Source: an optimization exercise on an open RTL-to-GDS flow (aim: small area and a short achievable clock period). Production flows keep margins and buffers that such runs may drop.
In this exercise RTL edits were held to simulation tests only and were not proved equivalent to the original.
Power figures rest on the tool's default switching activity, not on a simulated workload.

--- config.mk ---
export PLATFORM = sky130hd
export DESIGN_NAME = mesh
export DESIGN_NICKNAME = mesh
export VERILOG_FILES = /design/flow/design.v
export SDC_FILE = /design/flow/constraint.sdc
export NUM_CORES = 4
export LEC_CHECK = 0
export CAP_MARGIN = 20
export CORE_MARGIN = 2
export CORE_UTILIZATION = 45
export PLACE_DENSITY = 0.65
export SETUP_SLACK_MARGIN = 3.0
export SLEW_MARGIN = 20
export SYNTH_HIERARCHICAL = 1
export SYNTH_MINIMUM_KEEP_SIZE = 0
--- constraint.sdc ---
create_clock -name core_clock -period 7.0 [get_ports {clk}]
set_input_delay 1.4000 -clock core_clock [delete_from_list [all_inputs] [get_ports {clk}]]
set_output_delay 1.4000 -clock core_clock [all_outputs]
set_load 0.01 [all_outputs]
--- design.v ---
module MAC (
    input  wire [8:0]  NEG,
    input  wire [8:0]  ONE,
    input  wire [8:0]  TWO,
    input  wire [17:0] B,
    input  wire        CSEL,
    input  wire [34:0] ACC_S,
    input  wire [5:0] ACC_C,
    output wire [34:0] P_S,
    output wire [5:0] P_C
    );
    wire pp0_0, pp0_1, pp0_2, pp0_3, pp0_4, pp0_5, pp0_6, pp0_7, pp0_8, pp0_9, pp0_10, pp0_11;
    wire pp0_12, pp0_13, pp0_14, pp0_15, pp0_16, pp0_17, pp0_18, pp1_0, pp1_1, pp1_2, pp1_3, pp1_4;
    wire pp1_5, pp1_6, pp1_7, pp1_8, pp1_9, pp1_10, pp1_11, pp1_12, pp1_13, pp1_14, pp1_15, pp1_16;
    wire pp1_17, pp1_18, pp2_0, pp2_1, pp2_2, pp2_3, pp2_4, pp2_5, pp2_6, pp2_7, pp2_8, pp2_9;
    wire pp2_10, pp2_11, pp2_12, pp2_13, pp2_14, pp2_15, pp2_16, pp2_17, pp2_18, pp3_0, pp3_1, pp3_2;
    wire pp3_3, pp3_4, pp3_5, pp3_6, pp3_7, pp3_8, pp3_9, pp3_10, pp3_11, pp3_12, pp3_13, pp3_14;
    wire pp3_15, pp3_16, pp3_17, pp3_18, pp4_0, pp4_1, pp4_2, pp4_3, pp4_4, pp4_5, pp4_6, pp4_7;
    wire pp4_8, pp4_9, pp4_10, pp4_11, pp4_12, pp4_13, pp4_14, pp4_15, pp4_16, pp4_17, pp4_18, pp5_0;
    wire pp5_1, pp5_2, pp5_3, pp5_4, pp5_5, pp5_6, pp5_7, pp5_8, pp5_9, pp5_10, pp5_11, pp5_12;
    wire pp5_13, pp5_14, pp5_15, pp5_16, pp5_17, pp5_18, pp6_0, pp6_1, pp6_2, pp6_3, pp6_4, pp6_5;
    wire pp6_6, pp6_7, pp6_8, pp6_9, pp6_10, pp6_11, pp6_12, pp6_13, pp6_14, pp6_15, pp6_16, pp6_17;
    wire pp6_18, pp7_0, pp7_1, pp7_2, pp7_3, pp7_4, pp7_5, pp7_6, pp7_7, pp7_8, pp7_9, pp7_10;
    wire pp7_11, pp7_12, pp7_13, pp7_14, pp7_15, pp7_16, pp7_17, pp7_18, pp8_0, pp8_1, pp8_2, pp8_3;
    wire pp8_4, pp8_5, pp8_6, pp8_7, pp8_8, pp8_9, pp8_10, pp8_11, pp8_12, pp8_13, pp8_14, pp8_15;
    wire pp8_16, pp8_17, pp8_18, as0, as1, as2, as3, as4, as5, as6, as7, as8;
    wire as9, as10, as11, as12, as13, as14, as15, as16, as17, as18, as19, as20;
    wire as21, as22, as23, as24, as25, as26, as27, as28, as29, as30, as31, as32;
    wire as33, as34, s1, c1, s2, c2, s3, c3, s4, c4, s5, c5;
    wire s6, c6, s7, c7, s8, c8, s9, c9, s10, c10, s11, c11;
    wire s12, c12, s13, c13, s14, c14, s15, c15, s16, c16, s17, c17;
    wire s18, c18, s19, c19, s20, c20, s21, c21, s22, c22, s23, c23;
    wire s24, c24, s25, c25, s26, c26, s27, c27, s28, c28, s29, c29;
    wire s30, c30, s31, c31, s32, c32, s33, c33, s34, c34, s35, c35;
    wire s36, c36, s37, c37, s38, c38, s39, c39, s40, c40, s41, c41;
    wire s42, c42, s43, c43, s44, c44, s45, c45, s46, c46, s47, c47;
    wire s48, c48, s49, c49, s50, c50, s51, c51, s52, c52, s53, c53;
    wire s54, c54, s55, c55, s56, c56, s57, c57, s58, c58, s59, c59;
    wire s60, c60, s61, c61, s62, c62, s63, c63, s64, c64, s65, c65;
    wire s66, c66, s67, c67, s68, c68, s69, c69, s70, c70, s71, c71;
    wire s72, c72, s73, c73, s74, c74, s75, c75, s76, c76, s77, c77;
    wire s78, c78, s79, c79, s80, c80, s81, c81, s82, c82, s83, c83;
    wire s84, c84, s85, c85, s86, c86, s87, c87, s88, c88, s89, c89;
    wire s90, c90, s91, c91, s92, c92, s93, c93, s94, c94, s95, c95;
    wire s96, c96, s97, c97, s98, c98, s99, c99, s100, c100, s101, c101;
    wire s102, c102, s103, c103, s104, c104, s105, c105, s106, c106, s107, c107;
    wire s108, c108, s109, c109, s110, c110, s111, c111, s112, c112, s113, c113;
    wire s114, c114, s115, c115, s116, c116, s117, c117, s118, c118, s119, c119;
    wire s120, c120, s121, c121, s122, c122, s123, c123, s124, c124, s125, c125;
    wire s126, c126, s127, c127, s128, c128, s129, c129, s130, c130, s131, c131;
    wire s132, c132, s133, c133, s134, c134, s135, c135, s136, c136, s137, c137;
    wire s138, c138, s139, c139, s140, c140, s141, c141, s142, c142, s143, c143;
    wire s144, c144, s145, c145, s146, c146, s147, c147, s148, c148, s149, c149;
    wire s150, c150, s151, c151, s152, c152, s153, c153, s154, c154, s155, c155;
    wire s156, c156, s157, c157, s158, c158, s159, c159, s160, c160, s161, c161;
    wire ac0, ac1, ac2, ac3, ac4, ac5;
    assign pp0_0 = (B[0] & ONE[0]) ^ NEG[0];
    assign pp0_1 = ((B[1] & ONE[0]) | (B[0] & TWO[0])) ^ NEG[0];
    assign pp0_2 = ((B[2] & ONE[0]) | (B[1] & TWO[0])) ^ NEG[0];
    assign pp0_3 = ((B[3] & ONE[0]) | (B[2] & TWO[0])) ^ NEG[0];
    assign pp0_4 = ((B[4] & ONE[0]) | (B[3] & TWO[0])) ^ NEG[0];
    assign pp0_5 = ((B[5] & ONE[0]) | (B[4] & TWO[0])) ^ NEG[0];
    assign pp0_6 = ((B[6] & ONE[0]) | (B[5] & TWO[0])) ^ NEG[0];
    assign pp0_7 = ((B[7] & ONE[0]) | (B[6] & TWO[0])) ^ NEG[0];
    assign pp0_8 = ((B[8] & ONE[0]) | (B[7] & TWO[0])) ^ NEG[0];
    assign pp0_9 = ((B[9] & ONE[0]) | (B[8] & TWO[0])) ^ NEG[0];
    assign pp0_10 = ((B[10] & ONE[0]) | (B[9] & TWO[0])) ^ NEG[0];
    assign pp0_11 = ((B[11] & ONE[0]) | (B[10] & TWO[0])) ^ NEG[0];
    assign pp0_12 = ((B[12] & ONE[0]) | (B[11] & TWO[0])) ^ NEG[0];
    assign pp0_13 = ((B[13] & ONE[0]) | (B[12] & TWO[0])) ^ NEG[0];
    assign pp0_14 = ((B[14] & ONE[0]) | (B[13] & TWO[0])) ^ NEG[0];
    assign pp0_15 = ((B[15] & ONE[0]) | (B[14] & TWO[0])) ^ NEG[0];
    assign pp0_16 = ((B[16] & ONE[0]) | (B[15] & TWO[0])) ^ NEG[0];
    assign pp0_17 = ((B[17] & ONE[0]) | (B[16] & TWO[0])) ^ NEG[0];
    assign pp0_18 = ~(((B[17] & ONE[0]) | (B[17] & TWO[0])) ^ NEG[0]);
    assign pp1_0 = (B[0] & ONE[1]) ^ NEG[1];
    assign pp1_1 = ((B[1] & ONE[1]) | (B[0] & TWO[1])) ^ NEG[1];
    assign pp1_2 = ((B[2] & ONE[1]) | (B[1] & TWO[1])) ^ NEG[1];
    assign pp1_3 = ((B[3] & ONE[1]) | (B[2] & TWO[1])) ^ NEG[1];
    assign pp1_4 = ((B[4] & ONE[1]) | (B[3] & TWO[1])) ^ NEG[1];
    assign pp1_5 = ((B[5] & ONE[1]) | (B[4] & TWO[1])) ^ NEG[1];
    assign pp1_6 = ((B[6] & ONE[1]) | (B[5] & TWO[1])) ^ NEG[1];
    assign pp1_7 = ((B[7] & ONE[1]) | (B[6] & TWO[1])) ^ NEG[1];
    assign pp1_8 = ((B[8] & ONE[1]) | (B[7] & TWO[1])) ^ NEG[1];
    assign pp1_9 = ((B[9] & ONE[1]) | (B[8] & TWO[1])) ^ NEG[1];
    assign pp1_10 = ((B[10] & ONE[1]) | (B[9] & TWO[1])) ^ NEG[1];
    assign pp1_11 = ((B[11] & ONE[1]) | (B[10] & TWO[1])) ^ NEG[1];
    assign pp1_12 = ((B[12] & ONE[1]) | (B[11] & TWO[1])) ^ NEG[1];
    assign pp1_13 = ((B[13] & ONE[1]) | (B[12] & TWO[1])) ^ NEG[1];
    assign pp1_14 = ((B[14] & ONE[1]) | (B[13] & TWO[1])) ^ NEG[1];
    assign pp1_15 = ((B[15] & ONE[1]) | (B[14] & TWO[1])) ^ NEG[1];
    assign pp1_16 = ((B[16] & ONE[1]) | (B[15] & TWO[1])) ^ NEG[1];
    assign pp1_17 = ((B[17] & ONE[1]) | (B[16] & TWO[1])) ^ NEG[1];
    assign pp1_18 = ~(((B[17] & ONE[1]) | (B[17] & TWO[1])) ^ NEG[1]);
    assign pp2_0 = (B[0] & ONE[2]) ^ NEG[2];
    assign pp2_1 = ((B[1] & ONE[2]) | (B[0] & TWO[2])) ^ NEG[2];
    assign pp2_2 = ((B[2] & ONE[2]) | (B[1] & TWO[2])) ^ NEG[2];
    assign pp2_3 = ((B[3] & ONE[2]) | (B[2] & TWO[2])) ^ NEG[2];
    assign pp2_4 = ((B[4] & ONE[2]) | (B[3] & TWO[2])) ^ NEG[2];
    assign pp2_5 = ((B[5] & ONE[2]) | (B[4] & TWO[2])) ^ NEG[2];
    assign pp2_6 = ((B[6] & ONE[2]) | (B[5] & TWO[2])) ^ NEG[2];
    assign pp2_7 = ((B[7] & ONE[2]) | (B[6] & TWO[2])) ^ NEG[2];
    assign pp2_8 = ((B[8] & ONE[2]) | (B[7] & TWO[2])) ^ NEG[2];
    assign pp2_9 = ((B[9] & ONE[2]) | (B[8] & TWO[2])) ^ NEG[2];
    assign pp2_10 = ((B[10] & ONE[2]) | (B[9] & TWO[2])) ^ NEG[2];
    assign pp2_11 = ((B[11] & ONE[2]) | (B[10] & TWO[2])) ^ NEG[2];
    assign pp2_12 = ((B[12] & ONE[2]) | (B[11] & TWO[2])) ^ NEG[2];
    assign pp2_13 = ((B[13] & ONE[2]) | (B[12] & TWO[2])) ^ NEG[2];
    assign pp2_14 = ((B[14] & ONE[2]) | (B[13] & TWO[2])) ^ NEG[2];
    assign pp2_15 = ((B[15] & ONE[2]) | (B[14] & TWO[2])) ^ NEG[2];
    assign pp2_16 = ((B[16] & ONE[2]) | (B[15] & TWO[2])) ^ NEG[2];
    assign pp2_17 = ((B[17] & ONE[2]) | (B[16] & TWO[2])) ^ NEG[2];
    assign pp2_18 = ~(((B[17] & ONE[2]) | (B[17] & TWO[2])) ^ NEG[2]);
    assign pp3_0 = (B[0] & ONE[3]) ^ NEG[3];
    assign pp3_1 = ((B[1] & ONE[3]) | (B[0] & TWO[3])) ^ NEG[3];
    assign pp3_2 = ((B[2] & ONE[3]) | (B[1] & TWO[3])) ^ NEG[3];
    assign pp3_3 = ((B[3] & ONE[3]) | (B[2] & TWO[3])) ^ NEG[3];
    assign pp3_4 = ((B[4] & ONE[3]) | (B[3] & TWO[3])) ^ NEG[3];
    assign pp3_5 = ((B[5] & ONE[3]) | (B[4] & TWO[3])) ^ NEG[3];
    assign pp3_6 = ((B[6] & ONE[3]) | (B[5] & TWO[3])) ^ NEG[3];
    assign pp3_7 = ((B[7] & ONE[3]) | (B[6] & TWO[3])) ^ NEG[3];
    assign pp3_8 = ((B[8] & ONE[3]) | (B[7] & TWO[3])) ^ NEG[3];
    assign pp3_9 = ((B[9] & ONE[3]) | (B[8] & TWO[3])) ^ NEG[3];
    assign pp3_10 = ((B[10] & ONE[3]) | (B[9] & TWO[3])) ^ NEG[3];
    assign pp3_11 = ((B[11] & ONE[3]) | (B[10] & TWO[3])) ^ NEG[3];
    assign pp3_12 = ((B[12] & ONE[3]) | (B[11] & TWO[3])) ^ NEG[3];
    assign pp3_13 = ((B[13] & ONE[3]) | (B[12] & TWO[3])) ^ NEG[3];
    assign pp3_14 = ((B[14] & ONE[3]) | (B[13] & TWO[3])) ^ NEG[3];
    assign pp3_15 = ((B[15] & ONE[3]) | (B[14] & TWO[3])) ^ NEG[3];
    assign pp3_16 = ((B[16] & ONE[3]) | (B[15] & TWO[3])) ^ NEG[3];
    assign pp3_17 = ((B[17] & ONE[3]) | (B[16] & TWO[3])) ^ NEG[3];
    assign pp3_18 = ~(((B[17] & ONE[3]) | (B[17] & TWO[3])) ^ NEG[3]);
    assign pp4_0 = (B[0] & ONE[4]) ^ NEG[4];
    assign pp4_1 = ((B[1] & ONE[4]) | (B[0] & TWO[4])) ^ NEG[4];
    assign pp4_2 = ((B[2] & ONE[4]) | (B[1] & TWO[4])) ^ NEG[4];
    assign pp4_3 = ((B[3] & ONE[4]) | (B[2] & TWO[4])) ^ NEG[4];
    assign pp4_4 = ((B[4] & ONE[4]) | (B[3] & TWO[4])) ^ NEG[4];
    assign pp4_5 = ((B[5] & ONE[4]) | (B[4] & TWO[4])) ^ NEG[4];
    assign pp4_6 = ((B[6] & ONE[4]) | (B[5] & TWO[4])) ^ NEG[4];
    assign pp4_7 = ((B[7] & ONE[4]) | (B[6] & TWO[4])) ^ NEG[4];
    assign pp4_8 = ((B[8] & ONE[4]) | (B[7] & TWO[4])) ^ NEG[4];
    assign pp4_9 = ((B[9] & ONE[4]) | (B[8] & TWO[4])) ^ NEG[4];
    assign pp4_10 = ((B[10] & ONE[4]) | (B[9] & TWO[4])) ^ NEG[4];
    assign pp4_11 = ((B[11] & ONE[4]) | (B[10] & TWO[4])) ^ NEG[4];
    assign pp4_12 = ((B[12] & ONE[4]) | (B[11] & TWO[4])) ^ NEG[4];
    assign pp4_13 = ((B[13] & ONE[4]) | (B[12] & TWO[4])) ^ NEG[4];
    assign pp4_14 = ((B[14] & ONE[4]) | (B[13] & TWO[4])) ^ NEG[4];
    assign pp4_15 = ((B[15] & ONE[4]) | (B[14] & TWO[4])) ^ NEG[4];
    assign pp4_16 = ((B[16] & ONE[4]) | (B[15] & TWO[4])) ^ NEG[4];
    assign pp4_17 = ((B[17] & ONE[4]) | (B[16] & TWO[4])) ^ NEG[4];
    assign pp4_18 = ~(((B[17] & ONE[4]) | (B[17] & TWO[4])) ^ NEG[4]);
    assign pp5_0 = (B[0] & ONE[5]) ^ NEG[5];
    assign pp5_1 = ((B[1] & ONE[5]) | (B[0] & TWO[5])) ^ NEG[5];
    assign pp5_2 = ((B[2] & ONE[5]) | (B[1] & TWO[5])) ^ NEG[5];
    assign pp5_3 = ((B[3] & ONE[5]) | (B[2] & TWO[5])) ^ NEG[5];
    assign pp5_4 = ((B[4] & ONE[5]) | (B[3] & TWO[5])) ^ NEG[5];
    assign pp5_5 = ((B[5] & ONE[5]) | (B[4] & TWO[5])) ^ NEG[5];
    assign pp5_6 = ((B[6] & ONE[5]) | (B[5] & TWO[5])) ^ NEG[5];
    assign pp5_7 = ((B[7] & ONE[5]) | (B[6] & TWO[5])) ^ NEG[5];
    assign pp5_8 = ((B[8] & ONE[5]) | (B[7] & TWO[5])) ^ NEG[5];
    assign pp5_9 = ((B[9] & ONE[5]) | (B[8] & TWO[5])) ^ NEG[5];
    assign pp5_10 = ((B[10] & ONE[5]) | (B[9] & TWO[5])) ^ NEG[5];
    assign pp5_11 = ((B[11] & ONE[5]) | (B[10] & TWO[5])) ^ NEG[5];
    assign pp5_12 = ((B[12] & ONE[5]) | (B[11] & TWO[5])) ^ NEG[5];
    assign pp5_13 = ((B[13] & ONE[5]) | (B[12] & TWO[5])) ^ NEG[5];
    assign pp5_14 = ((B[14] & ONE[5]) | (B[13] & TWO[5])) ^ NEG[5];
    assign pp5_15 = ((B[15] & ONE[5]) | (B[14] & TWO[5])) ^ NEG[5];
    assign pp5_16 = ((B[16] & ONE[5]) | (B[15] & TWO[5])) ^ NEG[5];
    assign pp5_17 = ((B[17] & ONE[5]) | (B[16] & TWO[5])) ^ NEG[5];
    assign pp5_18 = ~(((B[17] & ONE[5]) | (B[17] & TWO[5])) ^ NEG[5]);
    assign pp6_0 = (B[0] & ONE[6]) ^ NEG[6];
    assign pp6_1 = ((B[1] & ONE[6]) | (B[0] & TWO[6])) ^ NEG[6];
    assign pp6_2 = ((B[2] & ONE[6]) | (B[1] & TWO[6])) ^ NEG[6];
    assign pp6_3 = ((B[3] & ONE[6]) | (B[2] & TWO[6])) ^ NEG[6];
    assign pp6_4 = ((B[4] & ONE[6]) | (B[3] & TWO[6])) ^ NEG[6];
    assign pp6_5 = ((B[5] & ONE[6]) | (B[4] & TWO[6])) ^ NEG[6];
    assign pp6_6 = ((B[6] & ONE[6]) | (B[5] & TWO[6])) ^ NEG[6];
    assign pp6_7 = ((B[7] & ONE[6]) | (B[6] & TWO[6])) ^ NEG[6];
    assign pp6_8 = ((B[8] & ONE[6]) | (B[7] & TWO[6])) ^ NEG[6];
    assign pp6_9 = ((B[9] & ONE[6]) | (B[8] & TWO[6])) ^ NEG[6];
    assign pp6_10 = ((B[10] & ONE[6]) | (B[9] & TWO[6])) ^ NEG[6];
    assign pp6_11 = ((B[11] & ONE[6]) | (B[10] & TWO[6])) ^ NEG[6];
    assign pp6_12 = ((B[12] & ONE[6]) | (B[11] & TWO[6])) ^ NEG[6];
    assign pp6_13 = ((B[13] & ONE[6]) | (B[12] & TWO[6])) ^ NEG[6];
    assign pp6_14 = ((B[14] & ONE[6]) | (B[13] & TWO[6])) ^ NEG[6];
    assign pp6_15 = ((B[15] & ONE[6]) | (B[14] & TWO[6])) ^ NEG[6];
    assign pp6_16 = ((B[16] & ONE[6]) | (B[15] & TWO[6])) ^ NEG[6];
    assign pp6_17 = ((B[17] & ONE[6]) | (B[16] & TWO[6])) ^ NEG[6];
    assign pp6_18 = ~(((B[17] & ONE[6]) | (B[17] & TWO[6])) ^ NEG[6]);
    assign pp7_0 = (B[0] & ONE[7]) ^ NEG[7];
    assign pp7_1 = ((B[1] & ONE[7]) | (B[0] & TWO[7])) ^ NEG[7];
    assign pp7_2 = ((B[2] & ONE[7]) | (B[1] & TWO[7])) ^ NEG[7];
    assign pp7_3 = ((B[3] & ONE[7]) | (B[2] & TWO[7])) ^ NEG[7];
    assign pp7_4 = ((B[4] & ONE[7]) | (B[3] & TWO[7])) ^ NEG[7];
    assign pp7_5 = ((B[5] & ONE[7]) | (B[4] & TWO[7])) ^ NEG[7];
    assign pp7_6 = ((B[6] & ONE[7]) | (B[5] & TWO[7])) ^ NEG[7];
    assign pp7_7 = ((B[7] & ONE[7]) | (B[6] & TWO[7])) ^ NEG[7];
    assign pp7_8 = ((B[8] & ONE[7]) | (B[7] & TWO[7])) ^ NEG[7];
    assign pp7_9 = ((B[9] & ONE[7]) | (B[8] & TWO[7])) ^ NEG[7];
    assign pp7_10 = ((B[10] & ONE[7]) | (B[9] & TWO[7])) ^ NEG[7];
    assign pp7_11 = ((B[11] & ONE[7]) | (B[10] & TWO[7])) ^ NEG[7];
    assign pp7_12 = ((B[12] & ONE[7]) | (B[11] & TWO[7])) ^ NEG[7];
    assign pp7_13 = ((B[13] & ONE[7]) | (B[12] & TWO[7])) ^ NEG[7];
    assign pp7_14 = ((B[14] & ONE[7]) | (B[13] & TWO[7])) ^ NEG[7];
    assign pp7_15 = ((B[15] & ONE[7]) | (B[14] & TWO[7])) ^ NEG[7];
    assign pp7_16 = ((B[16] & ONE[7]) | (B[15] & TWO[7])) ^ NEG[7];
    assign pp7_17 = ((B[17] & ONE[7]) | (B[16] & TWO[7])) ^ NEG[7];
    assign pp7_18 = ~(((B[17] & ONE[7]) | (B[17] & TWO[7])) ^ NEG[7]);
    assign pp8_0 = (B[0] & ONE[8]) ^ NEG[8];
    assign pp8_1 = ((B[1] & ONE[8]) | (B[0] & TWO[8])) ^ NEG[8];
    assign pp8_2 = ((B[2] & ONE[8]) | (B[1] & TWO[8])) ^ NEG[8];
    assign pp8_3 = ((B[3] & ONE[8]) | (B[2] & TWO[8])) ^ NEG[8];
    assign pp8_4 = ((B[4] & ONE[8]) | (B[3] & TWO[8])) ^ NEG[8];
    assign pp8_5 = ((B[5] & ONE[8]) | (B[4] & TWO[8])) ^ NEG[8];
    assign pp8_6 = ((B[6] & ONE[8]) | (B[5] & TWO[8])) ^ NEG[8];
    assign pp8_7 = ((B[7] & ONE[8]) | (B[6] & TWO[8])) ^ NEG[8];
    assign pp8_8 = ((B[8] & ONE[8]) | (B[7] & TWO[8])) ^ NEG[8];
    assign pp8_9 = ((B[9] & ONE[8]) | (B[8] & TWO[8])) ^ NEG[8];
    assign pp8_10 = ((B[10] & ONE[8]) | (B[9] & TWO[8])) ^ NEG[8];
    assign pp8_11 = ((B[11] & ONE[8]) | (B[10] & TWO[8])) ^ NEG[8];
    assign pp8_12 = ((B[12] & ONE[8]) | (B[11] & TWO[8])) ^ NEG[8];
    assign pp8_13 = ((B[13] & ONE[8]) | (B[12] & TWO[8])) ^ NEG[8];
    assign pp8_14 = ((B[14] & ONE[8]) | (B[13] & TWO[8])) ^ NEG[8];
    assign pp8_15 = ((B[15] & ONE[8]) | (B[14] & TWO[8])) ^ NEG[8];
    assign pp8_16 = ((B[16] & ONE[8]) | (B[15] & TWO[8])) ^ NEG[8];
    assign pp8_17 = ((B[17] & ONE[8]) | (B[16] & TWO[8])) ^ NEG[8];
    assign pp8_18 = ~(((B[17] & ONE[8]) | (B[17] & TWO[8])) ^ NEG[8]);
    assign as0 = ACC_S[0] & CSEL;
    assign as1 = ACC_S[1] & CSEL;
    assign as2 = ACC_S[2] & CSEL;
    assign as3 = ACC_S[3] & CSEL;
    assign as4 = ACC_S[4] & CSEL;
    assign as5 = ACC_S[5] & CSEL;
    assign as6 = ACC_S[6] & CSEL;
    assign as7 = ACC_S[7] & CSEL;
    assign as8 = ACC_S[8] & CSEL;
    assign as9 = ACC_S[9] & CSEL;
    assign as10 = ACC_S[10] & CSEL;
    assign as11 = ACC_S[11] & CSEL;
    assign as12 = ACC_S[12] & CSEL;
    assign as13 = ACC_S[13] & CSEL;
    assign as14 = ACC_S[14] & CSEL;
    assign as15 = ACC_S[15] & CSEL;
    assign as16 = ACC_S[16] & CSEL;
    assign as17 = ACC_S[17] & CSEL;
    assign as18 = ACC_S[18] & CSEL;
    assign as19 = ACC_S[19] & CSEL;
    assign as20 = ACC_S[20] & CSEL;
    assign as21 = ACC_S[21] & CSEL;
    assign as22 = ACC_S[22] & CSEL;
    assign as23 = ACC_S[23] & CSEL;
    assign as24 = ACC_S[24] & CSEL;
    assign as25 = ACC_S[25] & CSEL;
    assign as26 = ACC_S[26] & CSEL;
    assign as27 = ACC_S[27] & CSEL;
    assign as28 = ACC_S[28] & CSEL;
    assign as29 = ACC_S[29] & CSEL;
    assign as30 = ACC_S[30] & CSEL;
    assign as31 = ACC_S[31] & CSEL;
    assign as32 = ACC_S[32] & CSEL;
    assign as33 = ACC_S[33] & CSEL;
    assign as34 = ACC_S[34] & CSEL;
    assign ac0 = ACC_C[0] & CSEL;
    assign ac1 = ACC_C[1] & CSEL;
    assign ac2 = ACC_C[2] & CSEL;
    assign ac3 = ACC_C[3] & CSEL;
    assign ac4 = ACC_C[4] & CSEL;
    assign ac5 = ACC_C[5] & CSEL;
    FA us1 (.a(NEG[1]), .b(pp0_2), .ci(pp1_0), .s(s1), .co(c1));
    FA us2 (.a(pp0_3), .b(pp1_1), .ci(as3), .s(s2), .co(c2));
    FA us3 (.a(NEG[2]), .b(pp1_2), .ci(pp0_4), .s(s3), .co(c3));
    FAL us4 (.a(pp2_0), .b(as4), .cl(c2), .s(s4), .co(c4));
    FA us5 (.a(pp1_3), .b(pp0_5), .ci(pp2_1), .s(s5), .co(c5));
    FA us6 (.a(as5), .b(c3), .ci(s5), .s(s6), .co(c6));
    FA us7 (.a(NEG[3]), .b(pp1_4), .ci(as6), .s(s7), .co(c7));
    FA us8 (.a(pp2_2), .b(pp0_6), .ci(pp3_0), .s(s8), .co(c8));
    FA us9 (.a(c5), .b(s7), .ci(s8), .s(s9), .co(c9));
    FA us10 (.a(pp1_5), .b(pp2_3), .ci(as7), .s(s10), .co(c10));
    FAL us11 (.a(pp3_1), .b(pp0_7), .cl(c7), .s(s11), .co(c11));
    FA us12 (.a(c8), .b(s10), .ci(s11), .s(s12), .co(c12));
    FA us13 (.a(NEG[4]), .b(pp4_0), .ci(pp0_8), .s(s13), .co(c13));
    FA us14 (.a(pp3_2), .b(pp2_4), .ci(pp1_6), .s(s14), .co(c14));
    FA us15 (.a(as8), .b(c10), .ci(s13), .s(s15), .co(c15));
    FAL us16 (.a(s14), .b(c11), .cl(s15), .s(s16), .co(c16));
    FA us17 (.a(pp3_3), .b(pp2_5), .ci(as9), .s(s17), .co(c17));
    FA us18 (.a(pp1_7), .b(pp0_9), .ci(pp4_1), .s(s18), .co(c18));
    FA us19 (.a(c13), .b(c14), .ci(s17), .s(s19), .co(c19));
    FAL us20 (.a(s18), .b(c15), .cl(s19), .s(s20), .co(c20));
    FA us21 (.a(NEG[5]), .b(pp4_2), .ci(pp5_0), .s(s21), .co(c21));
    FA us22 (.a(pp0_10), .b(pp2_6), .ci(pp3_4), .s(s22), .co(c22));
    FAL us23 (.a(pp1_8), .b(as10), .cl(c17), .s(s23), .co(c23));
    FA us24 (.a(c18), .b(s21), .ci(s23), .s(s24), .co(c24));
    FAL us25 (.a(s22), .b(c19), .cl(s24), .s(s25), .co(c25));
    FA us26 (.a(pp1_9), .b(pp3_5), .ci(pp5_1), .s(s26), .co(c26));
    FA us27 (.a(pp2_7), .b(pp0_11), .ci(pp4_3), .s(s27), .co(c27));
    FA us28 (.a(as11), .b(c21), .ci(c22), .s(s28), .co(c28));
    FA us29 (.a(s27), .b(s26), .ci(c23), .s(s29), .co(c29));
    FA us30 (.a(s28), .b(c24), .ci(s29), .s(s30), .co(c30));
    FA us31 (.a(NEG[6]), .b(pp5_2), .ci(pp0_12), .s(s31), .co(c31));
    FA us32 (.a(pp4_4), .b(pp1_10), .ci(pp6_0), .s(s32), .co(c32));
    FA us33 (.a(pp3_6), .b(pp2_8), .ci(as12), .s(s33), .co(c33));
    FA us34 (.a(c27), .b(c26), .ci(s31), .s(s34), .co(c34));
    FAL us35 (.a(s33), .b(s32), .cl(c28), .s(s35), .co(c35));
    FA us36 (.a(c29), .b(s34), .ci(s35), .s(s36), .co(c36));
    FA us37 (.a(pp6_1), .b(pp1_11), .ci(pp4_5), .s(s37), .co(c37));
    FA us38 (.a(pp3_7), .b(pp5_3), .ci(as13), .s(s38), .co(c38));
    FAL us39 (.a(pp2_9), .b(pp0_13), .cl(c31), .s(s39), .co(c39));
    FA us40 (.a(c33), .b(c32), .ci(s38), .s(s40), .co(c40));
    FAL us41 (.a(s37), .b(s39), .cl(c34), .s(s41), .co(c41));
    FA us42 (.a(s40), .b(c35), .ci(s41), .s(s42), .co(c42));
    FA us43 (.a(NEG[7]), .b(pp2_10), .ci(pp5_4), .s(s43), .co(c43));
    FA us44 (.a(pp6_2), .b(pp1_12), .ci(pp4_6), .s(s44), .co(c44));
    FA us45 (.a(pp3_8), .b(pp0_14), .ci(pp7_0), .s(s45), .co(c45));
    FA us46 (.a(as14), .b(c38), .ci(c37), .s(s46), .co(c46));
    FA us47 (.a(s43), .b(s44), .ci(s45), .s(s47), .co(c47));
    FA us48 (.a(c39), .b(c40), .ci(s46), .s(s48), .co(c48));
    FAL us49 (.a(s47), .b(c41), .cl(s48), .s(s49), .co(c49));
    FA us50 (.a(pp7_1), .b(pp1_13), .ci(pp6_3), .s(s50), .co(c50));
    FA us51 (.a(pp2_11), .b(pp3_9), .ci(pp0_15), .s(s51), .co(c51));
    FA us52 (.a(pp5_5), .b(pp4_7), .ci(as15), .s(s52), .co(c52));
    FA us53 (.a(c43), .b(c45), .ci(c44), .s(s53), .co(c53));
    FA us54 (.a(s51), .b(s52), .ci(s50), .s(s54), .co(c54));
    FA us55 (.a(c46), .b(c47), .ci(s53), .s(s55), .co(c55));
    FA us56 (.a(s54), .b(c48), .ci(s55), .s(s56), .co(c56));
    FA us57 (.a(NEG[8]), .b(pp7_2), .ci(pp1_14), .s(s57), .co(c57));
    FA us58 (.a(pp0_16), .b(pp4_8), .ci(pp2_12), .s(s58), .co(c58));
    FA us59 (.a(pp3_10), .b(pp6_4), .ci(pp5_6), .s(s59), .co(c59));
    FAL us60 (.a(pp8_0), .b(as16), .cl(c52), .s(s60), .co(c60));
    FA us61 (.a(c50), .b(c51), .ci(s59), .s(s61), .co(c61));
    FA us62 (.a(s57), .b(s58), .ci(s60), .s(s62), .co(c62));
    FA us63 (.a(c53), .b(c54), .ci(s61), .s(s63), .co(c63));
    FAL us64 (.a(s62), .b(c55), .cl(s63), .s(s64), .co(c64));
    FA us65 (.a(pp7_3), .b(pp3_11), .ci(pp4_9), .s(s65), .co(c65));
    FA us66 (.a(pp0_17), .b(pp1_15), .ci(pp6_5), .s(s66), .co(c66));
    FA us67 (.a(pp8_1), .b(pp2_13), .ci(pp5_7), .s(s67), .co(c67));
    FA us68 (.a(as17), .b(c57), .ci(c59), .s(s68), .co(c68));
    FA us69 (.a(c58), .b(s67), .ci(s65), .s(s69), .co(c69));
    FAL us70 (.a(s66), .b(c60), .cl(c61), .s(s70), .co(c70));
    FA us71 (.a(s68), .b(c62), .ci(s69), .s(s71), .co(c71));
    FA us72 (.a(s70), .b(c63), .ci(s71), .s(s72), .co(c72));
    assign s73 = ~(pp3_12 ^ pp7_4);
    assign c73 = pp3_12 | pp7_4;
    FA us74 (.a(pp4_10), .b(pp8_2), .ci(as18), .s(s74), .co(c74));
    FA us75 (.a(pp6_6), .b(pp2_14), .ci(pp1_16), .s(s75), .co(c75));
    FAL us76 (.a(pp5_8), .b(pp0_18), .cl(s73), .s(s76), .co(c76));
    FA us77 (.a(c67), .b(c65), .ci(c66), .s(s77), .co(c77));
    FA us78 (.a(s76), .b(s75), .ci(s74), .s(s78), .co(c78));
    FA us79 (.a(c68), .b(c69), .ci(s77), .s(s79), .co(c79));
    FAL us80 (.a(s78), .b(c70), .cl(c71), .s(s80), .co(c80));
    HA us81 (.a(s79), .b(s80), .s(s81), .co(c81));
    assign s82 = ~(pp6_7 ^ as19);
    assign c82 = pp6_7 | as19;
    FA us83 (.a(pp1_17), .b(pp2_15), .ci(pp7_5), .s(s83), .co(c83));
    FA us84 (.a(pp8_3), .b(pp5_9), .ci(pp3_13), .s(s84), .co(c84));
    FA us85 (.a(pp4_11), .b(c73), .ci(s82), .s(s85), .co(c85));
    FA us86 (.a(c75), .b(c74), .ci(c76), .s(s86), .co(c86));
    FAL us87 (.a(s84), .b(s83), .cl(s85), .s(s87), .co(c87));
    FA us88 (.a(c77), .b(c78), .ci(s86), .s(s88), .co(c88));
    FA us89 (.a(s87), .b(c79), .ci(s88), .s(s89), .co(c89));
    HA us90 (.a(c80), .b(c81), .s(s90), .co(c90));
    FA us91 (.a(pp3_14), .b(pp1_18), .ci(pp6_8), .s(s91), .co(c91));
    FA us92 (.a(pp5_10), .b(pp2_16), .ci(pp8_4), .s(s92), .co(c92));
    FA us93 (.a(pp4_12), .b(pp7_6), .ci(as20), .s(s93), .co(c93));
    FA us94 (.a(c82), .b(c83), .ci(c84), .s(s94), .co(c94));
    FA us95 (.a(s92), .b(s91), .ci(c85), .s(s95), .co(c95));
    FA us96 (.a(s93), .b(c86), .ci(s94), .s(s96), .co(c96));
    FAL us97 (.a(c87), .b(s95), .cl(c88), .s(s97), .co(c97));
    FAL us98 (.a(s96), .b(s97), .cl(c89), .s(s98), .co(c98));
    assign s99 = ~(pp7_7 ^ pp4_13);
    assign c99 = pp7_7 | pp4_13;
    FA us100 (.a(pp6_9), .b(pp2_17), .ci(as21), .s(s100), .co(c100));
    FA us101 (.a(pp3_15), .b(pp5_11), .ci(pp8_5), .s(s101), .co(c101));
    FA us102 (.a(s99), .b(c92), .ci(c93), .s(s102), .co(c102));
    FA us103 (.a(c91), .b(s100), .ci(s101), .s(s103), .co(c103));
    FA us104 (.a(c94), .b(s102), .ci(c95), .s(s104), .co(c104));
    FAL us105 (.a(s103), .b(c96), .cl(s104), .s(s105), .co(c105));
    HA us106 (.a(c97), .b(s105), .s(s106), .co(c106));
    FA us107 (.a(pp2_18), .b(pp8_6), .ci(pp4_14), .s(s107), .co(c107));
    FA us108 (.a(pp7_8), .b(pp3_16), .ci(pp5_12), .s(s108), .co(c108));
    FAL us109 (.a(pp6_10), .b(as22), .cl(c99), .s(s109), .co(c109));
    FA us110 (.a(c101), .b(c100), .ci(s109), .s(s110), .co(c110));
    FAL us111 (.a(s108), .b(s107), .cl(c102), .s(s111), .co(c111));
    FA us112 (.a(c103), .b(s111), .ci(s110), .s(s112), .co(c112));
    FAL us113 (.a(c104), .b(s112), .cl(c105), .s(s113), .co(c113));
    assign s114 = ~(pp6_11 ^ pp3_17);
    assign c114 = pp6_11 | pp3_17;
    FA us115 (.a(pp8_7), .b(pp5_13), .ci(pp4_15), .s(s115), .co(c115));
    FAL us116 (.a(pp7_9), .b(as23), .cl(s114), .s(s116), .co(c116));
    FA us117 (.a(c108), .b(c107), .ci(c109), .s(s117), .co(c117));
    FAL us118 (.a(s115), .b(s116), .cl(c110), .s(s118), .co(c118));
    FA us119 (.a(c111), .b(s117), .ci(s118), .s(s119), .co(c119));
    HA us120 (.a(c112), .b(s119), .s(s120), .co(c120));
    FA us121 (.a(pp5_14), .b(pp7_10), .ci(pp3_18), .s(s121), .co(c121));
    FA us122 (.a(pp8_8), .b(pp6_12), .ci(pp4_16), .s(s122), .co(c122));
    FAL us123 (.a(as24), .b(c114), .cl(s121), .s(s123), .co(c123));
    FA us124 (.a(c115), .b(s122), .ci(c116), .s(s124), .co(c124));
    FA us125 (.a(s123), .b(c117), .ci(s124), .s(s125), .co(c125));
    FA us126 (.a(c118), .b(c119), .ci(s125), .s(s126), .co(c126));
    assign s127 = ~(pp5_15 ^ pp7_11);
    assign c127 = pp5_15 | pp7_11;
    FA us128 (.a(pp8_9), .b(pp6_13), .ci(as25), .s(s128), .co(c128));
    FAL us129 (.a(pp4_17), .b(s127), .cl(c122), .s(s129), .co(c129));
    FAL us130 (.a(c121), .b(s128), .cl(s129), .s(s130), .co(c130));
    FA us131 (.a(c123), .b(c124), .ci(s130), .s(s131), .co(c131));
    HA us132 (.a(c125), .b(s131), .s(s132), .co(c132));
    FA us133 (.a(pp5_16), .b(pp4_18), .ci(as26), .s(s133), .co(c133));
    FA us134 (.a(pp6_14), .b(pp8_10), .ci(pp7_12), .s(s134), .co(c134));
    FA us135 (.a(c127), .b(c128), .ci(s134), .s(s135), .co(c135));
    FAL us136 (.a(s133), .b(c129), .cl(s135), .s(s136), .co(c136));
    FAL us137 (.a(c130), .b(s136), .cl(c131), .s(s137), .co(c137));
    assign s138 = ~(pp5_17 ^ pp6_15);
    assign c138 = pp5_17 | pp6_15;
    FA us139 (.a(pp8_11), .b(pp7_13), .ci(as27), .s(s139), .co(c139));
    FA us140 (.a(s138), .b(c134), .ci(c133), .s(s140), .co(c140));
    FA us141 (.a(s139), .b(c135), .ci(s140), .s(s141), .co(c141));
    HA us142 (.a(c136), .b(s141), .s(s142), .co(c142));
    FA us143 (.a(pp8_12), .b(pp6_16), .ci(pp5_18), .s(s143), .co(c143));
    FAL us144 (.a(pp7_14), .b(as28), .cl(c138), .s(s144), .co(c144));
    FA us145 (.a(c139), .b(s143), .ci(s144), .s(s145), .co(c145));
    FAL us146 (.a(c140), .b(s145), .cl(c141), .s(s146), .co(c146));
    assign s147 = ~(pp8_13 ^ as29);
    assign c147 = pp8_13 | as29;
    FAL us148 (.a(pp7_15), .b(pp6_17), .cl(s147), .s(s148), .co(c148));
    FA us149 (.a(c143), .b(s148), .ci(c144), .s(s149), .co(c149));
    HA us150 (.a(c145), .b(s149), .s(s150), .co(c150));
    FA us151 (.a(pp7_16), .b(pp8_14), .ci(as30), .s(s151), .co(c151));
    FAL us152 (.a(pp6_18), .b(c147), .cl(c148), .s(s152), .co(c152));
    FAL us153 (.a(s151), .b(s152), .cl(c149), .s(s153), .co(c153));
    assign s154 = ~(pp8_15 ^ pp7_17);
    assign c154 = pp8_15 | pp7_17;
    FAL us155 (.a(as31), .b(s154), .cl(c151), .s(s155), .co(c155));
    HA us156 (.a(s155), .b(c152), .s(s156), .co(c156));
    FA us157 (.a(pp8_16), .b(pp7_18), .ci(as32), .s(s157), .co(c157));
    FAL us158 (.a(c154), .b(s157), .cl(c155), .s(s158), .co(c158));
    assign s159 = ~(pp8_17 ^ as33);
    assign c159 = pp8_17 | as33;
    HA us160 (.a(s159), .b(c157), .s(s160), .co(c160));
    FAL us161 (.a(pp8_18), .b(as34), .cl(c159), .s(s161), .co(c161));
    wire [34:0] X = {c160, c158, c156, c153, c150, c146, c142, c137, c132, c126, c120, c113, c106, c98, c90, s89, c72, c64, c56, c49, c42, c36, c30, c25, c20, c16, c12, c9, c6, c4, s3, c1, as2, pp0_1, pp0_0};
    wire [34:0] Y = {s161, s160, s158, s156, s153, s150, s146, s142, s137, s132, s126, s120, s113, s106, s98, s90, s81, s72, s64, s56, s49, s42, s36, s30, s25, s20, s16, s12, s9, s6, s4, s2, s1, as1, as0};
    wire [11:0] blk0 = {1'b0, X[9:0], NEG[0]} + {1'b0, Y[9:0], NEG[0]};
    assign {P_C[0], P_S[9:0]} = blk0[11:1];
    wire [9:0] blk1 = {1'b0, X[17:10], ac0} + {1'b0, Y[17:10], ac0};
    assign {P_C[1], P_S[17:10]} = blk1[9:1];
    wire [3:0] blk2 = {1'b0, X[19:18], ac1} + {1'b0, Y[19:18], ac1};
    assign {P_C[2], P_S[19:18]} = blk2[3:1];
    wire [3:0] blk3 = {1'b0, X[21:20], ac2} + {1'b0, Y[21:20], ac2};
    assign {P_C[3], P_S[21:20]} = blk3[3:1];
    wire [4:0] blk4 = {1'b0, X[24:22], ac3} + {1'b0, Y[24:22], ac3};
    assign {P_C[4], P_S[24:22]} = blk4[4:1];
    wire [4:0] blk5 = {1'b0, X[27:25], ac4} + {1'b0, Y[27:25], ac4};
    assign {P_C[5], P_S[27:25]} = blk5[4:1];
    wire [8:0] blk6 = {1'b0, X[34:28], ac5} + {1'b0, Y[34:28], ac5};
    assign P_S[34:28] = blk6[7:1];
endmodule
module MACRES (
    input  wire [34:0] S,
    input  wire [5:0] C,
    output wire [17:0] R
    );
    wire [34:0] cv = {1'b0, 1'b0, 1'b0, 1'b0, 1'b0, 1'b0, C[5], 1'b0, 1'b0, C[4], 1'b0, 1'b0, C[3], 1'b0, C[2], 1'b0, C[1], 1'b0, 1'b0, 1'b0, 1'b0, 1'b0, 1'b0, 1'b0, C[0], 1'b0, 1'b0, 1'b0, 1'b0, 1'b0, 1'b0, 1'b0, 1'b0, 1'b0, 1'b0};
    wire [34:0] p = S + cv;
    assign R = p[34:17];
endmodule
module FA (input wire a, input wire b, input wire ci, output wire s, output wire co);
    assign s = a ^ b ^ ci;
    assign co = (a & b) | (a & ci) | (b & ci);
endmodule
module FAL (input wire a, input wire b, input wire cl, output wire s, output wire co);
    wire p, g;
    HA h (.a(a), .b(b), .s(p), .co(g));
    XOR2 x (.a(p), .b(cl), .y(s));
    AO21 o (.a(p), .b(cl), .c(g), .y(co));
endmodule
module XOR2 (input wire a, input wire b, output wire y);
    assign y = a ^ b;
endmodule
module AO21 (input wire a, input wire b, input wire c, output wire y);
    assign y = (a & b) | c;
endmodule
module HA (input wire a, input wire b, output wire s, output wire co);
    assign s = a ^ b;
    assign co = a & b;
endmodule
`timescale 1ns / 1ps
module dly # (
    parameter integer DATA_WIDTH = 18,
    parameter integer CYC_DLY = 1
)
(
    input wire clk,
    input wire [DATA_WIDTH-1:0] din,
    output wire [DATA_WIDTH-1:0] dout
    );
    reg [DATA_WIDTH-1:0] dlys [CYC_DLY-1:0];
    always @ (posedge clk)
        dlys[0] <= din;
    genvar i;
    generate
    for(i = 1; i < CYC_DLY; i = i + 1)
    begin : stage
        always @ (posedge clk)
            dlys[i] <= dlys[i-1];
    end
    endgenerate
    assign dout = dlys[CYC_DLY-1];
endmodule
`timescale 1ns / 1ps
module node(
    input wire clk,
    input wire rstn,
    input wire [8:0] ain_neg,
    input wire [8:0] ain_one,
    input wire [8:0] ain_two,
    input wire [17:0] bin,
    input wire csel,
    output wire [8:0] aout_neg,
    output wire [8:0] aout_one,
    output wire [8:0] aout_two,
    output wire [17:0] res
    );
    reg [8:0] bufa_neg, bufa_one, bufa_two;
    assign aout_neg = bufa_neg;
    assign aout_one = bufa_one;
    assign aout_two = bufa_two;
    always @ (posedge clk)
    begin
        if(1'b0 == rstn)
        begin
            bufa_neg <= 9'd0;
            bufa_one <= 9'd0;
            bufa_two <= 9'd0;
        end
        else
        begin
            bufa_neg <= ain_neg;
            bufa_one <= ain_one;
            bufa_two <= ain_two;
        end
    end
    reg [17:0] bufb;
    always @ (posedge clk)
        bufb <= bin;
    reg [34:0] p_s;
    reg [5:0] p_c;
    wire [34:0] n_s;
    wire [5:0] n_c;
    MAC dspcore (
        .NEG(bufa_neg),
        .ONE(bufa_one),
        .TWO(bufa_two),
        .B(bufb),
        .CSEL(csel),
        .ACC_S(p_s),
        .ACC_C(p_c),
        .P_S(n_s),
        .P_C(n_c)
    );
    always @ (posedge clk)
    begin
        p_s <= n_s;
        p_c <= n_c;
    end
    MACRES resadd (
        .S(p_s),
        .C(p_c),
        .R(res)
    );
endmodule
`timescale 1ns / 1ps
module mesh # (
    parameter integer IDX_WIDTH_FOR_NODES = 3,
    parameter integer NUM_NODES = 2 ** IDX_WIDTH_FOR_NODES
)
(
    input clk,
    input rstn,
    input [17:0] init,
    input [1:0] asel,
    input [NUM_NODES-1:0] csels,
    input [IDX_WIDTH_FOR_NODES-1:0] ressel,
    input [1:0] dinsel,
    input [18*NUM_NODES-1:0] mbram_dout,
    input [17:0] vbram0_dout,
    input [17:0] vbram1_dout,
    output [17:0] vbram0_din,
    output [17:0] vbram1_din
    );
    wire [17:0] bdly [NUM_NODES-1:0];
    assign bdly[0] = mbram_dout[17:0];
    genvar i;
    generate
    for(i = 1; i < NUM_NODES; i = i + 1)
    begin : lane
        dly # (
            .DATA_WIDTH(18),
            .CYC_DLY(i)
        ) dly_inst (
            .clk(clk),
            .din(mbram_dout[18*i +: 18]),
            .dout(bdly[i])
        );
    end
    endgenerate
    wire [17:0] vbram_dout_selected = asel[0] ? vbram1_dout : vbram0_dout;
    wire [17:0] ain_selected = asel[1] ? init : vbram_dout_selected;
    wire [18:0] ax = {ain_selected, 1'b0};
    wire [8:0] dneg [NUM_NODES:0];
    wire [8:0] done [NUM_NODES:0];
    wire [8:0] dtwo [NUM_NODES:0];
    generate
    for(i = 0; i < 9; i = i + 1)
    begin : rec
        assign done[0][i] = ax[2*i+1] ^ ax[2*i];
        assign dtwo[0][i] = (ax[2*i+2] & ~ax[2*i+1] & ~ax[2*i]) |
                            (~ax[2*i+2] & ax[2*i+1] & ax[2*i]);
        assign dneg[0][i] = ax[2*i+2] & ~(ax[2*i+1] & ax[2*i]);
    end
    endgenerate
    wire [17:0] ress [NUM_NODES-1:0];
    generate
    for(i = 0; i < NUM_NODES; i = i + 1)
    begin : nd
        node node_in_mesh (
            .clk(clk),
            .rstn(rstn),
            .ain_neg(dneg[i]),
            .ain_one(done[i]),
            .ain_two(dtwo[i]),
            .bin(bdly[i]),
            .csel(csels[i]),
            .aout_neg(dneg[i+1]),
            .aout_one(done[i+1]),
            .aout_two(dtwo[i+1]),
            .res(ress[i])
        );
    end
    endgenerate
    reg [17:0] res_bufs [NUM_NODES-1:0];
    generate
    for(i = 0; i < NUM_NODES; i = i + 1)
    begin : rb
        always @ (posedge clk)
            res_bufs[i] <= ress[i];
    end
    endgenerate
    wire [NUM_NODES-1:0] oh [1:0];
    DEC3 dec0 (.s(ressel), .oh(oh[0]));
    DEC3 dec1 (.s(ressel), .oh(oh[1]));
    wire [1:0] dn = ~dinsel;
    generate
    for(i = 0; i < 18; i = i + 1)
    begin : ob
        wire [NUM_NODES-1:0] h = oh[i / 9];
        wire [3:0] n;
        wire m0, m1;
        AOI22 g0 (.a1(h[0]), .a2(res_bufs[0][i]), .b1(h[1]), .b2(res_bufs[1][i]), .y(n[0]));
        AOI22 g1 (.a1(h[2]), .a2(res_bufs[2][i]), .b1(h[3]), .b2(res_bufs[3][i]), .y(n[1]));
        AOI22 g2 (.a1(h[4]), .a2(res_bufs[4][i]), .b1(h[5]), .b2(res_bufs[5][i]), .y(n[2]));
        AOI22 g3 (.a1(h[6]), .a2(res_bufs[6][i]), .b1(h[7]), .b2(res_bufs[7][i]), .y(n[3]));
        NAND4 g4 (.a(n[0]), .b(n[1]), .c(n[2]), .d(n[3]), .y(m0));
        NAND4 g5 (.a(n[0]), .b(n[1]), .c(n[2]), .d(n[3]), .y(m1));
        MUXN o0 (.s(dinsel[0]), .sn(dn[0]), .d1(vbram1_dout[i]), .d0(m0), .y(vbram0_din[i]));
        MUXN o1 (.s(dinsel[1]), .sn(dn[1]), .d1(vbram0_dout[i]), .d0(m1), .y(vbram1_din[i]));
    end
    endgenerate
endmodule
module DEC3 (input wire [2:0] s, output wire [7:0] oh);
    genvar i;
    generate
    for(i = 0; i < 8; i = i + 1)
    begin : d
        assign oh[i] = (s == i);
    end
    endgenerate
endmodule
module AOI22 (input wire a1, input wire a2, input wire b1, input wire b2, output wire y);
    assign y = ~((a1 & a2) | (b1 & b2));
endmodule
module NAND4 (input wire a, input wire b, input wire c, input wire d, output wire y);
    assign y = ~(a & b & c & d);
endmodule
module NAND2 (input wire a, input wire b, output wire y);
    assign y = ~(a & b);
endmodule
module MUXN (input wire s, input wire sn, input wire d1, input wire d0, output wire y);
    wire t1, t0;
    NAND2 n1 (.a(s), .b(d1), .y(t1));
    NAND2 n0 (.a(sn), .b(d0), .y(t0));
    NAND2 n2 (.a(t1), .b(t0), .y(y));
endmodule
--- flow/run.sh ---
#!/bin/bash
# Layout flow: the standard flow, with the port buffers that
# buffer_ports inserts made of the plain buffer sky130_fd_sc_hd__buf_1
# (the resizer may still resize them) instead of its default pick.
# Each tool's output goes to the ORFS logs; make's own output to flow.log.
set -o pipefail
export BUFFER_PORTS_ARGS="-buffer_cell sky130_fd_sc_hd__buf_1"
bash standard.sh > flow.log 2>&1
--- standard.sh ---
#!/bin/bash
# synth_recipe.tcl (not shown) runs the flow's synth.tcl, then flattens the netlist and writes it again
# the make line also repeats each setting of config.mk as NAME=value (left out here)
make -C /OpenROAD-flow-scripts/flow DESIGN_CONFIG=/design/flow/config.mk WORK_HOME=/design/flow/orfs CLKGATE_MAP_FILE= SYNTH_SCRIPT=/design/flow/synth_recipe.tcl "${@:-finish}"
==> metrics.csv, run 1 <==
stage,metric,value,unit
routing,drt_wl_total,318100,um
routing,vias,79507,
clock_network,path_clk_slew,60,ps
clock_network,cts_root_buf,clkbuf_16,
cells_and_area,n_fill_cell,20254,
floorplanning,fp.dieArea,235000,um^2
floorplanning,ios,251,
timing,setup_tns,0,ps
clock_network,hold_buffers,0,
clock_network,cts.path.max_buffers,3,
global_route,grt_antenna_before_repair,7,
clock_network,cts_buffers,152,
cells_and_area,area.growth.synth_to_final,14.30,%
placement,dp.cells,12699,
timing,worst_pin_slew,1033,ps
routing,first_pass_iters,6,
floorplanning,die_h,484.7,um
global_route,gr-usage-all-layers,0.2609,
critical_path,crit_path_end_kind,output pin,
outcome,outcome,finished clean,
critical_path,crit_type,input port to output pin,
routing,ant_nets,0,
logic_synthesis,synth_warnings,24,
logic_synthesis,synth.cell_area,104000,um^2
logic_synthesis,postSynthCellCount,10112,
critical_path,required,5600,ps
pwr,leakagePower,50.42,nW
cells_and_area,drive_gt1_frac,0.1972,
pwr,ir_drop,438.7,uV
critical_path,worstPathArrival,2910,ps
critical_path,startpoint,ressel[2],
cells_and_area,nets,12053,
clock_network,htreeDepth,4,
timing,period_minus_slack,4314,ps
global_route,overflow,0,
critical_path,cp_max_fo,9,
placement,portBuffers,250,
timing,rsz0062_at_grt,yes,
floorplanning,coreArea,229900,um^2
critical_path,regToRegStartpoint,nd[6].node_in_mesh.bufb[8],
global_route,grt_first_pass_wirelength,483500,um
floorplanning,rows,176,
routing,drtIter0Drc,7190,
routing,viasPerCell,5.965,
clock_network,insertion_delay,850,ps
timing,setup_viol,0,
placement,gp_congestion,0.9524,
timing,hold_violations,0,
global_route,grt_pass1_vias,83131,
timing,maxSlewViolCount,0,
clock_network,clkSinkCount,1336,
routing,drc_errors,0,
critical_path,cp-start-kind,input port,
cells_and_area,final_cells,13330,
floorplanning,die_w,484.7,um
logic_synthesis,synth_nets,11991,
routing,routedWlPerCell,23.86,um
pwr,p_per_area,347.4,nW/um^2
placement,dp.final_hpwl,220400,um
logic_synthesis,synth_area_per_cell,10.28,um^2
timing,slew_headroom,0.2915,
timing,achievable-frequency,231.8,MHz
worst_hold_path,worst_hold_path_type,register to register,
clock_network,tritoncts,built,
timing,min_period_over_period,0.6164,
worst_hold_path,hp-start,lane[6].dly_inst.dlys[1][10],
job,maxCapViolCount,0,
timing,skew,81.96,ps
global_route,grt_start_max_net_pins,217,
floorplanning,start_util,0.4524,
-- critical path, cell delays in order --
cell and delay (ps):
buf_12 130, buf_12 150, nor3b_4 160, buf_12 150, a22oi_2 320, nand4_1 270
nand2_1 130, nand2_1 60, clkbuf_2 120
-- worst paths after layout --
check / to / slack [ps] / depth (start not counted)
worst min register to register: lane[6].dly_inst.dlys[2][10] / 320 / 0
worst max-delay path: vbram0_din[12] / 2690 / 9
worst min-delay path: lane[6].dly_inst.dlys[2][10] / 320 / 0
worst max register to register: nd[6].node_in_mesh.p_s[16] / 3070 / 11
-- routing by layer --
metal | vias to the layer above | track usage | part of all wire
li1 | 35278 | - | -
met1 | 39290 | 0.3137 | 0.39
met2 | 3938 | 0.4347 | 0.47
met3 | 997 | 0.05400 | 0.081
met4 | 4 | 0.1451 | 0.060
met5 | - | 0 | 0.000085
-- cell usage in the layout (no fill, tap or decap), drive strengths merged, types with 15 or more instances in the layout --
| cell | instances |
|---|---|
| a211oi | 48 |
| a21boi | 24 |
| a21o | 360 |
| a21oi | 194 |
| a221oi | 24 |
| a22oi | 1312 |
| a31o | 64 |
| a41o | 16 |
| and2 | 528 |
| and3 | 50 |
| and4 | 56 |
| buf | 716 |
| bufinv | 15 |
| clkbuf | 200 |
| clkinv | 44 |
| dfxtp | 1336 |
| fa | 896 |
| ha | 768 |
| inv | 363 |
| mux2i | 36 |
| nand2 | 342 |
| nand2b | 17 |
| nand3 | 101 |
| nand4 | 124 |
| nor2 | 129 |
| nor2b | 50 |
| nor3 | 42 |
| nor4 | 24 |
| o211ai | 56 |
| o21ai | 194 |
| o21bai | 16 |
| o41ai | 16 |
| or2 | 18 |
| xnor2 | 1392 |
| xor2 | 560 |
-- sequential cells by signal, summed over array words and instances (netlist names) --
name	count
lane.dly_inst.dlys	504
nd.node_in_mesh.bufa_neg	72
nd.node_in_mesh.bufa_one	72
nd.node_in_mesh.bufa_two	72
nd.node_in_mesh.bufb	144
nd.node_in_mesh.p_c	48
nd.node_in_mesh.p_s	280
res_bufs	144
-- where the power goes --
part           switching, mW  internal [mW]  total [mW]
Sequential              1.96           9.26        11.2
Clock                   3.51           4.81        8.32
Combinational           11.3           10.5        21.8
-- final cells by class --
class                           instances  area [um^2]  area share
Timing Repair Buffer                  735         6081     0.05116
Clock inverter                         97         1226     0.01032
Multi-Input combinational cell       7612        74620      0.6278
Antenna cell                            6        15.01   0.0001263
Sequential cell                      1336        27800      0.2339
Inverter                              337         1265     0.01064
Clock buffer                          181         4073     0.03426
Tap cell                             3026         3786     0.03185
-- what timing repair did --
item                                    4_1_cts  5_1_grt
pin swaps                                    33       46
hold endpoints to repair                      0        0
resized for setup                           519      332
setup buffers                                42      297
endpoints found under the setup margin      206      138
cloned                                        5        3
-- stage by stage --
step           utilization  hold WS [ps]  power, mW  worst slack, ps  cell area, um^2
6_report            0.5170         320.8      41.30             2686           118900
3_3_place_gp        0.4706         309.6      31.81             1811           108200
2_1_floorplan            -         309.6      27.51             2558           106500
4_1_cts             0.5003         315.6      41.23             2759           115000
3_5_place_dp        0.4706         312.1      32.55             1778           108200
5_1_grt             0.5170         322.4      44.59             2690           118900
==> inputs of run 2 (changes only) <==
--- a/config.mk
+++ b/config.mk
@@ -10,2 +10,4 @@
 export CORE_UTILIZATION = 45
+export CTS_CLUSTER_DIAMETER = 100
+export CTS_CLUSTER_SIZE = 24
 export PLACE_DENSITY = 0.65
==> run 2 against run 1 <==
Net effect:
- critical path depth stayed put
- total power is 6.4% lower
- clock skew shrank 4.6 ps
- sequential power barely moved
- global-route usage shrank 0.12 points
- non-clock buffer count rose by 85
- cell count down 0.47%
- wire length increased by 0.55%
- largest cell class unchanged
- worst setup slack improved by 40 ps
- critical path type unchanged
- largest power group unchanged
- utilization shrank 0.51 points
- synthesized cell count stayed put
==> metrics.csv, run 2 <==
stage,metric,value,unit,change
outcome,outcome,finished clean,,
logic_synthesis,postSynthCellCount,10112,,unchanged
routing,ant_nets,0,,unchanged
routing,vias,79642,,+0.17%
routing,first_pass_iters,9,,+3
job,maxCapViolCount,0,,unchanged
global_route,grt_first_pass_wirelength,481200,um,-0.48%
worst_hold_path,worst_hold_path_type,register to register,,
pwr,p_per_area,328.2,nW/um^2,-5.5%
clock_network,clkSinkCount,1336,,unchanged
critical_path,cp-start-kind,input port,,
timing,achievable-frequency,233.9,MHz,+0.94%
routing,routedWlPerCell,24.10,um,+1.0%
logic_synthesis,synth_area_per_cell,10.28,um^2,unchanged
critical_path,r2r_slack,3060,ps,about the same
timing,maxSlewViolCount,0,,unchanged
routing,drt_wl_total,319800,um,+0.55%
clock_network,hold_buffers,0,,unchanged
cells_and_area,n_fill_cell,20400,,+0.72%
floorplanning,die_h,484.7,um,unchanged
timing,min_period_over_period,0.6106,,-0.005711
clock_network,path_clk_slew,80,ps,+20 ps
cells_and_area,final_cells,13267,,-0.47%
cells_and_area,area.growth.synth_to_final,13.18,%,
pwr,ir_drop,439.1,uV,about the same
cells_and_area,drive_gt1_frac,0.1963,,-0.0009145
worst_hold_path,hp-start,lane[7].dly_inst.dlys[3][5],,
placement,gp_congestion,0.9524,,unchanged
critical_path,required,5600,ps,about the same
pwr,leakagePower,49.86,nW,-1.1%
worst_hold_path,min_path_cells,0,,unchanged
pwr,p_clk_frac,0.145,,-0.056
placement,dp.final_hpwl,220400,um,unchanged
floorplanning,ios,251,,unchanged
pwr,swShare,0.4235,,+0.01803
pwr,p_seq_frac,0.290,,+0.018
clock_network,tritoncts,built,,
timing,setup_viol,0,,unchanged
clock_network,cts_buffers,86,,-43%
timing,setup_tns,0,ps,unchanged
critical_path,reg2reg_to,nd[1].node_in_mesh.p_s[16],,
global_route,grt_pass1_vias,82096,,-1.2%
cells_and_area,nets,12072,,+0.16%
clock_network,insertion_delay,820,ps,-30 ps
placement,portBuffers,250,,unchanged
critical_path,regToRegStartpoint,nd[1].node_in_mesh.bufa_one[4],,
timing,rsz0062_at_grt,yes,,
cells_and_area,largest_reg_flops,504,,unchanged
placement,dp.cells,12699,,unchanged
timing,period_minus_slack,4274,ps,-39.98 ps
timing,skew,77.39,ps,-4.570 ps
pwr,p_sw,16.36,mW,-2.3%
timing,hold_violations,0,,unchanged
logic_synthesis,synth_warnings,24,,unchanged
critical_path,worstPathArrival,2870,ps,-40 ps
logic_synthesis,synth_nets,11991,,unchanged
floorplanning,die_w,484.7,um,unchanged
clock_network,htreeDepth,3,,-1
floorplanning,coreArea,229900,um^2,unchanged
floorplanning,fp.dieArea,235000,um^2,unchanged
clock_network,cts.path.max_buffers,3,,unchanged
cells_and_area,reg_top3,"lane.dly_inst.dlys x504, nd.node_in_mesh.p_s x280",,
worst_hold_path,worstHoldEndpoint,lane[7].dly_inst.dlys[4][5],,
timing,worst_pin_slew,1241,ps,+208.0 ps
global_route,grt_start_max_net_pins,217,,unchanged
critical_path,cp_max_fo,9,,unchanged
routing,drtIter0Drc,7494,,+4.2%
floorplanning,rows,176,,unchanged
critical_path,r2r.worst_path.cells,12,,+1
logic_synthesis,synth.cell_area,104000,um^2,unchanged
cells_and_area,largest-register,lane.dly_inst.dlys,,
routing,drc_errors,0,,unchanged
global_route,gr-usage-all-layers,0.2597,,-0.001231
critical_path,crit_path_end_kind,output pin,,
global_route,grt_antenna_before_repair,6,,-1
clock_network,cts_root_buf,clkbuf_16,,
pwr,p_comb_frac,0.566,,+0.039
timing,slew_headroom,0.1488,,-0.1427
global_route,overflow,0,,unchanged
critical_path,crit_type,input port to output pin,,
cells_and_area,final_common_cell,xnor2_1,,
floorplanning,start_util,0.4524,,unchanged
cells_and_area,final_cell_mix,"xnor2_1 (1386), a22oi_1 (1225), dfxtp_1 (1046)",,
routing,viasPerCell,6.003,,+0.65%
pwr,internal_power,22.27,mW,-9.3%
-- run 2: worst max path at each step --
stage                    from                    endpoint  depth (start not counted)
floorplan            csels[0]  nd[0].node_in_mesh.p_s[24]                         13
global placement     csels[0]  nd[0].node_in_mesh.p_s[24]                         12
detailed placement  ressel[0]              vbram1_din[13]                          7
CTS                 ressel[2]              vbram0_din[12]                          9
global route        ressel[2]              vbram1_din[12]                          9
finish              ressel[2]              vbram0_din[12]                          9
-- run 2: critical path: stages --
cell      delay, ps
buf_12          130
buf_12          150
nor3b_4         160
buf_12          150
a22oi_2         310
nand4_1         250
nand2_1         130
nand2_1          60
clkbuf_2        120
-- run 2: repair_timing --
item                                    CTS  global route
endpoints found under the setup margin  209           127
gates cloned                              5             9
resized for setup                       580           333
setup buffers                            49           369
pin swaps                                37            65
-- run 2: power by group through the flow --
stage	Clock [mW]	Combinational, mW	Sequential [mW]
2_1_floorplan	0	17.4	10.1
3_3_place_gp	0	20.4	11.5
3_5_place_dp	0	21.1	11.4
4_1_cts	5.79	21.4	11.2
5_1_grt	6.04	24.5	11.3
6_report	5.59	21.9	11.2
-- run 2: stage by stage --
step	util	hold slack (ps)	instance area, um^2	worst slack [ps]	total power, mW
4_1_cts	0.4912	301.9	112900	2759	38.44
5_1_grt	0.5120	300.7	117700	2694	41.84
6_report	0.5120	306.0	117700	2726	38.63
3_5_place_dp	0.4706	312.1	108200	1778	32.55
3_3_place_gp	0.4706	309.6	108200	1811	31.81
2_1_floorplan	-	309.6	106500	2558	27.51
-- run 2: cell type report --
cell class,count,area (um^2),area share
clock buffers,92,2237,0.01901
repair buffers,820,7172,0.06093
inverters,337,1265,0.01075
clock inverters,42,698.2,0.005932
flip-flops and latches,1336,27800,0.2362
multi-input cells,7612,74730,0.6349
diodes,2,5.005,0.00004252
well taps,3026,3786,0.03217
-- run 2: per-layer routing --
metal  vias to the layer above  global-route usage  wire [um]
met5                         -                   0         27
met4                         4              0.1400      19180
met3                       987             0.04832      25730
met2                      3881              0.4331     150700
met1                     39537              0.3171     124200
li1                      35233                   -          -

-- separate check: timing with driven ports --
How much do the figures lean on ideal ports? The routed layouts below were timed once more, with nothing changed but the port constraints.
Step 1 assumes that a clkbuf_16 drives the clock port and a buf_2 every other input.
Step 2, shift: input delay + t, output delay - t, t = (earliest + latest rising clock arrival at the registers) / 2. This alone moves slack from input paths to output paths.
a / b / c = ideal ports / drivers / drivers and shift; a / b = the first two.
run | t (ns) | setup slack, ns | hold slack, ns | worst setup path at the end | slew at the worst register clock pin (ns)
run 1 | 0.906 | 2.686 / 2.639 / 2.136 | 0.321 / 0.321 / 0.321 | input to register | 0.07 / 0.07
run 2 | 0.875 | 2.726 / 2.679 / 2.192 | 0.306 / 0.306 / 0.306 | input to register | 0.11 / 0.11
After both steps every run listed still meets setup and hold. For run 1, which loses most, drivers alone change the setup slack by -0.047 ns; drivers and shift together by -0.550 ns.
